What follows belongs to an exercise in optimizing a design on an open flow for small area and a short achievable clock period; a production flow would make more cautious choices. RTL that was checked went through simulation tests only; none was proved equivalent to the original. Power figures rest on the tool's default switching activity, not on a simulated workload.

== v45 ==
Design top_fp_mul_N32_M23_E8, start of the top module:
module top_fp_mul_N32_M23_E8(input  wire clk,
                             input  wire [31:0] a1,
                             input  wire [31:0] b1,
                             output wire [31:0] y);
export LEC_CHECK = 0
export ABC_AREA = 1
export CAP_MARGIN = 20
export CORE_MARGIN = 2
export CORE_UTILIZATION = 50
export CTS_BUF_LIST = sky130_fd_sc_hd__clkbuf_4 sky130_fd_sc_hd__clkbuf_8
export CTS_CLUSTER_SIZE = 30
export PLACE_DENSITY = 0.8
export SETUP_SLACK_MARGIN = 3.9
export SLEW_MARGIN = 70
export SYNTH_HIERARCHICAL = 1
create_clock -name core_clock -period 8.5 [get_ports {clk}]
standard.sh (not shown) runs the stock make flow with config.mk's settings and CLKGATE_MAP_FILE= SYNTH_SCRIPT=/design/flow/synth_recipe.tcl, a recipe that flattens the netlist after the stock synthesis.
==> flow/flow/run.sh <==
#!/bin/bash
bash standard.sh MATCH_CELL_FOOTPRINT=0 "BUFFER_PORTS_ARGS=-buffer_cell sky130_fd_sc_hd__buf_2" finish > standard.log 2>&1
Input-level comparison between v20 and v45:
- SETUP_SLACK_MARGIN: 3.9 -> 4.0
==> flow/flow/run.sh <==
#!/bin/bash
bash standard.sh MATCH_CELL_FOOTPRINT=0 RECOVER_POWER=100 "BUFFER_PORTS_ARGS=-buffer_cell sky130_fd_sc_hd__buf_2" finish > standard.log 2>&1
## What came out
- Compared to v45, v20 has leakage power summed over all cells about 0.7% lower.
- Looking only at proportion of power drawn by the clock network, and setting everything else aside, the higher value of v20 and v45 goes to v20.
- Diff v45 -> v20: number of cells on the critical path moved down; number of max-cap violations rose 1; total power rose 0.67%.
- Looking at v20 and v45, the total global-route track usage is a wash.
- Taking v45 as the reference, in v20 synthesized cell count stayed essentially flat, cell area roughly the same.
- [v20] flow finished | final checks: failed | reasons: capacitance limit, slew limit
- Against v45, v20 reports a part of the cycle the worst path needs that is higher.
--- input diff v20..v34 ---
==> flow/flow/run.sh <==
#!/bin/bash
bash standard.sh MATCH_CELL_FOOTPRINT=0 "BUFFER_PORTS_ARGS=-buffer_cell sky130_fd_sc_hd__buf_2" finish > standard.log 2>&1
### Flow results
Of v20 and v34, just one finished clean: v34.
Final checks on v20, whose flow otherwise completed, came back failing, citing capacitance limit, slew limit.
Compared v34 vs v20, and setup slack after layout is up in v34.
Clock latency of the later-clocked register in the worst-skew pair delta (v34 -> v20): insignificant
In the final reports, the cell area of v34 is larger than that of v20.
In v34 the utilization after layout turned out 0.45 points higher than in v20.
The slowest cell on the critical path comes out sky130_fd_sc_hd__clkinvlp_2 in one run and sky130_fd_sc_hd__dfxtp_2 in the other, namely in v20 and v34 respectively.
Maximum frequency: v34 vs v20 up 0.064 GHz
v20 -> v34: worst hold slack flat
Here is what was changed in the inputs of v2 compared with v34.
==> flow/flow/run.sh <==
#!/bin/bash
bash standard.sh MATCH_CELL_FOOTPRINT=0 RECOVER_POWER=50 "BUFFER_PORTS_ARGS=-buffer_cell sky130_fd_sc_hd__buf_2" finish > standard.log 2>&1
==> run notes <==
- v2 and v34 ended up with roughly the same net switching power.
- Compared with v34, in v2 relative area change from synthesis to final layout down 0.18 points; first-iteration DRC count now smaller; utilization after layout level.
- In v2 the share of final-layout standard cells stronger than drive strength 1 turned out 1.2 points lower than in v34.
- The higher met1 wire length of v34 and v2 is in v2.

---

Another version of the RTL of top_fp_mul_N32_M23_E8 (not shown whole).
For scale: about 2900 cells after synthesis, roughly 120 flip-flops, about 97 I/O pins, ~0.022 sq mm of cells after synthesis.
export LEC_CHECK = 0
export CAP_MARGIN = 20
export CORE_MARGIN = 2
export CORE_UTILIZATION = 40
export SLEW_MARGIN = 20
create_clock -name core_clock -period 8.5 [get_ports {clk}]
run.sh (not shown) runs the stock make flow with config.mk's settings and CLKGATE_MAP_FILE= SYNTH_SCRIPT=/design/flow/synth_recipe.tcl, a recipe that flattens the netlist after the stock synthesis.
Stock flow here: none of the scripts above is used.
The starting point completed with no timing, DRC or antenna violations.
Change:
- ABC_AREA: default -> 1
- SETUP_SLACK_MARGIN: default -> 3.5
- SYNTH_HIERARCHICAL: default -> 1
=> Die area went down by about 23%; combinational power went up by 21%; power went up by about 17%; cell area went down by 15%; via count went down by about 34%; routed wire length went down by about 33%.
Change:
- SETUP_SLACK_MARGIN: 3.5 -> 4.5
The new run finished with timing, DRC and antenna clean.
Clock skew came out lower by 0.0068 ns.
Critical path depth decreases by 2.
Final cell count grows by a few percent.
Hold slack stays flat.
Power rises by roughly a tenth.
Global-route usage came out higher by 1.1 points.
No run of this note included a check of the RTL's function; only the layout flow was run.

-- static timing again, ports no longer ideal --
The flow's constraints put no driver on any port. The routed layouts listed below were extracted and timed again, unchanged, in two steps.
Step 1: set_driving_cell puts a clkbuf_16 on clk and a buf_2 on each other input, an assumption about the parent block.
Step 2 also shifts input and output timing later by t, the mid clock arrival at the registers, as if the neighbouring blocks saw the same clock.
Slacks: ideal / step 1 / step 2; pairs: ideal / step 1.
| run | t (ns) | setup WS [ns] | hold WS [ns] | worst setup path at the end |
|---|---|---|---|---|
| v45 | 0.495 | 4.036 / 4.036 / 4.036 | 0.327 / 0.327 / 0.327 | register to register |
| v20 | 0.473 | 2.484 / 2.446 / 2.919 | 0.327 / 0.327 / 0.327 | register to output |
| v34 | 0.474 | 4.154 / 4.117 / 4.195 | 0.328 / 0.328 / 0.328 | register to register |
| v2 | 0.474 | 3.616 / 3.616 / 3.616 | 0.330 / 0.330 / 0.330 | register to register |
| the first run of note 2 | 0.498 | 1.724 / 1.724 / 1.724 | 0.322 / 0.322 / 0.322 | register to register |
| the second run of note 2 | 0.481 | 3.556 / 3.556 / 3.556 | 0.325 / 0.325 / 0.325 | register to register |
| the third run of note 2 | 0.481 | 3.815 / 3.814 / 3.815 | 0.326 / 0.326 / 0.326 | register to register |
